Background: an optimization exercise with open tools, aiming at small area, a short achievable clock period and few clock cycles. Do not read the settings as production practice. Function was checked by simulation only, so behaviour that the tests miss may differ from the original.

== lane 1 ==
==> module depth_engine, before the edit <==
module depth_engine (
    input  logic        clk,
    input  logic        reset,
    input  logic        start,
    input  logic        stall,
    input  logic [9:0]  max_iter,
    input  logic [31:0] op_re_a,
    input  logic [31:0] op_re_b,
    input  logic [31:0] add_re,
    input  logic [31:0] op_im_a,
    input  logic [31:0] op_im_b,
    input  logic [31:0] add_im,
    input  logic        b_re,
    input  logic        b_im,
    output logic        valid,
    output logic [9:0]  depth
);
    logic [31:0] re_z, im_z, re_cr, im_cr;
    logic [9:0]  count;
    logic        running, map1, map2, hold;
    logic [31:0] re_next, im_next;
    logic        escaped;
    logic b_re_r, b_im_r;
    always_ff @(posedge clk) begin
        b_re_r <= b_re;
        b_im_r <= b_im;
    end
    mandel_step step (
        .re_z(re_z), .im_z(im_z), .re_c(re_cr), .im_c(im_cr),
        .corr1(~(map1 & b_re_r)), .corr2(map2 & b_im_r),
        .re_next(re_next), .im_next(im_next), .escaped(escaped)
    );
    logic escv;
    logic [31:0] re_s, im_s;
    wire periodic = running & (count != 10'd1) & (re_z == re_s) & (im_z == im_s);
    wire save     = running & ((count[2:0] == 3'd0) | (count == 10'd1));
    wire active = start | running;
    wire term   = escv | periodic | (count >= max_iter);
    always_ff @(posedge clk) begin
        if (save) begin
            re_s <= re_z;
            im_s <= im_z;
        end
    end
    always_ff @(posedge clk) begin
        if (running) begin
            re_z <= re_next;
            im_z <= im_next;
        end else if (map2) begin
            re_z <= re_cr;
            im_z <= im_next;
        end else if (map1) begin
            re_z <= op_im_a;
            im_z <= op_im_b;
        end else begin
            re_z <= op_re_a;
            im_z <= op_re_b;
        end
        if (map1) re_cr <= im_next;
        if (map2) im_cr <= im_next;
        else if (map1) im_cr <= add_im;
        else if (!running) im_cr <= add_re;
    end
    always_ff @(posedge clk) begin
        if (reset) begin
            count   <= '0;
            escv    <= 1'b0;
            running <= 1'b0;
            map1    <= 1'b0;
            map2    <= 1'b0;
            hold    <= 1'b0;
            valid   <= 1'b0;
        end else begin
            valid <= 1'b0;
            map1  <= 1'b0;
            map2  <= map1;
            if (map2) running <= 1'b1;
            escv  <= running & ~term & escaped;
            if (active) begin
                if (!escv) count <= periodic ? max_iter + 10'd1 : count + 10'd1;
                if (term) begin
                    running <= 1'b0;
                    hold    <= stall;
                    valid   <= ~stall;
                end else if (start) begin
                    map1 <= 1'b1;
                end
            end else begin
                if (hold) begin
                    hold  <= stall;
                    valid <= ~stall;
                end
                if (valid) count <= '0;
            end
        end
    end
    assign depth = count;
endmodule
export LEC_CHECK = 0
export CAP_MARGIN = 20
export CORE_MARGIN = 2
export CORE_UTILIZATION = 50
export PLACE_DENSITY = 0.65
export SLEW_MARGIN = 20
export SYNTH_HIERARCHICAL = 1
export SYNTH_MINIMUM_KEEP_SIZE = 0
create_clock -name core_clock -period 15.0 [get_ports {clk}]
standard.sh (not shown) runs the stock make flow with config.mk's settings and CLKGATE_MAP_FILE= SYNTH_SCRIPT=/design/flow/synth_recipe.tcl, a recipe that flattens the netlist after the stock synthesis.
==> flow/flow/run.sh <==
#!/bin/bash
set -euo pipefail
export SETUP_SLACK_MARGIN=7
bash standard.sh > standard.log 2>&1
Testbench counts of lane 1, summed over its fixed seeds: cycles 49,389.
What lane 2 does differently from lane 1 at the input level:
diff --git a/flow/design.v b/flow/design.v
--- a/flow/design.v
+++ b/flow/design.v
@@ -5407,4 +5407,5 @@
     wire active = start | running;
     wire term   = escv | periodic | (count >= max_iter);
+    wire fire   = active & term;        
     always_ff @(posedge clk) begin
         if (save) begin
@@ -5413,4 +5414,18 @@
         end
     end
+    logic       stall_r;
+    logic [9:0] limit1;                 
+    logic [9:0] result;
+    always_comb begin
+        if (hold || escv) result = count;
+        else if (periodic) result = limit1;
+        else result = count + 10'd1;
+    end
+    assign valid = ~reset & ~stall_r & ((running & term) | hold);
+    assign depth = result;
+    always_ff @(posedge clk) begin
+        stall_r <= stall;
+        limit1  <= max_iter + 10'd1;
+    end
     always_ff @(posedge clk) begin
         if (running) begin
@@ -5440,30 +5455,20 @@
             map2    <= 1'b0;
             hold    <= 1'b0;
-            valid   <= 1'b0;
         end else begin
-            valid <= 1'b0;
-            map1  <= 1'b0;
-            map2  <= map1;
-            if (map2) running <= 1'b1;
-            escv  <= running & ~term & escaped;
-            if (active) begin
-                if (!escv) count <= periodic ? max_iter + 10'd1 : count + 10'd1;
-                if (term) begin
-                    running <= 1'b0;
-                    hold    <= stall;
-                    valid   <= ~stall;
-                end else if (start) begin
-                    map1 <= 1'b1;
-                end
-            end else begin
-                if (hold) begin
-                    hold  <= stall;
-                    valid <= ~stall;
-                end
-                if (valid) count <= '0;
+            map1    <= start & ~term;
+            map2    <= map1;
+            running <= map2 | (running & ~term);
+            escv    <= running & ~term & escaped;
+            if (valid) begin
+                count <= '0;
+                hold  <= 1'b0;
+            end else if (fire) begin           
+                count <= result;
+                hold  <= 1'b1;
+            end else if (active) begin
+                count <= count + 10'd1;
             end
         end
     end
-    assign depth = count;
 endmodule
 module fa (input logic a, input logic b, input logic c, output logic s, output logic co);
- met3 wirelength from detailed routing ended up 3.1 mm higher on lane 2 than on lane 1.
- Number of library cell types mapped by synthesis was higher in the run labelled lane 1.
- Lane 2 vs lane 1 — combined global-route utilization of all metal layers rose 0.71 points.
- In lane 2, worst hold slack is lower than in lane 1.
- Looking at sequential share of layout area across lane 2 and lane 1, the one that comes out lower is lane 1.
- Lane 2 has more setup slack than lane 1.
- As far as count of pins on the block boundary goes, lane 1 and lane 2 are indistinguishable; the numbers are identical.
- The global placement routability congestion in lane 2 was lower than what lane 1 gave.
- Of lane 2 and lane 1, the run reporting the higher highest cell delay on the worst timing path was lane 1.
- Summary: with lane 1 as the reference, sum of routed wire length over all layers in lane 2 moved up by a few percent.
- Lane 2 vs lane 1 — wire length of the first global-routing pass rose about 4%.
Testbench counts of lane 2, summed over its fixed seeds: cycles 48,109.

==> re-timing with driven ports <==
In the flow no input, the clock included, has a driving cell. The finished layouts below were timed again as built, in two steps. Step 1 (the two cells are an assumption about what drives the block):
set clk [get_ports {clk}]
set_driving_cell -lib_cell sky130_fd_sc_hd__clkbuf_16 $clk
set_driving_cell -lib_cell sky130_fd_sc_hd__buf_2 [delete_from_list [all_inputs] $clk]
Step 2 moves the port delays by t, midway between the first and last clock arrival at a register: inputs arrive t later, outputs are due t later. That takes back most of the time a late clock gives input paths. Three values: ideal, step 1, step 2; two values: the first two.
run	t, ns	setup WS [ns]	cell pins on the clock port's net
lane 1	0.669	7.070 / 7.070 / 6.909	1
lane 2	0.675	7.075 / 7.075 / 6.604	1
After both steps setup and hold are still met in every run listed. The setup slack of lane 2, which loses most, moves by 0.000 ns with the drivers and by -0.471 ns with both steps.
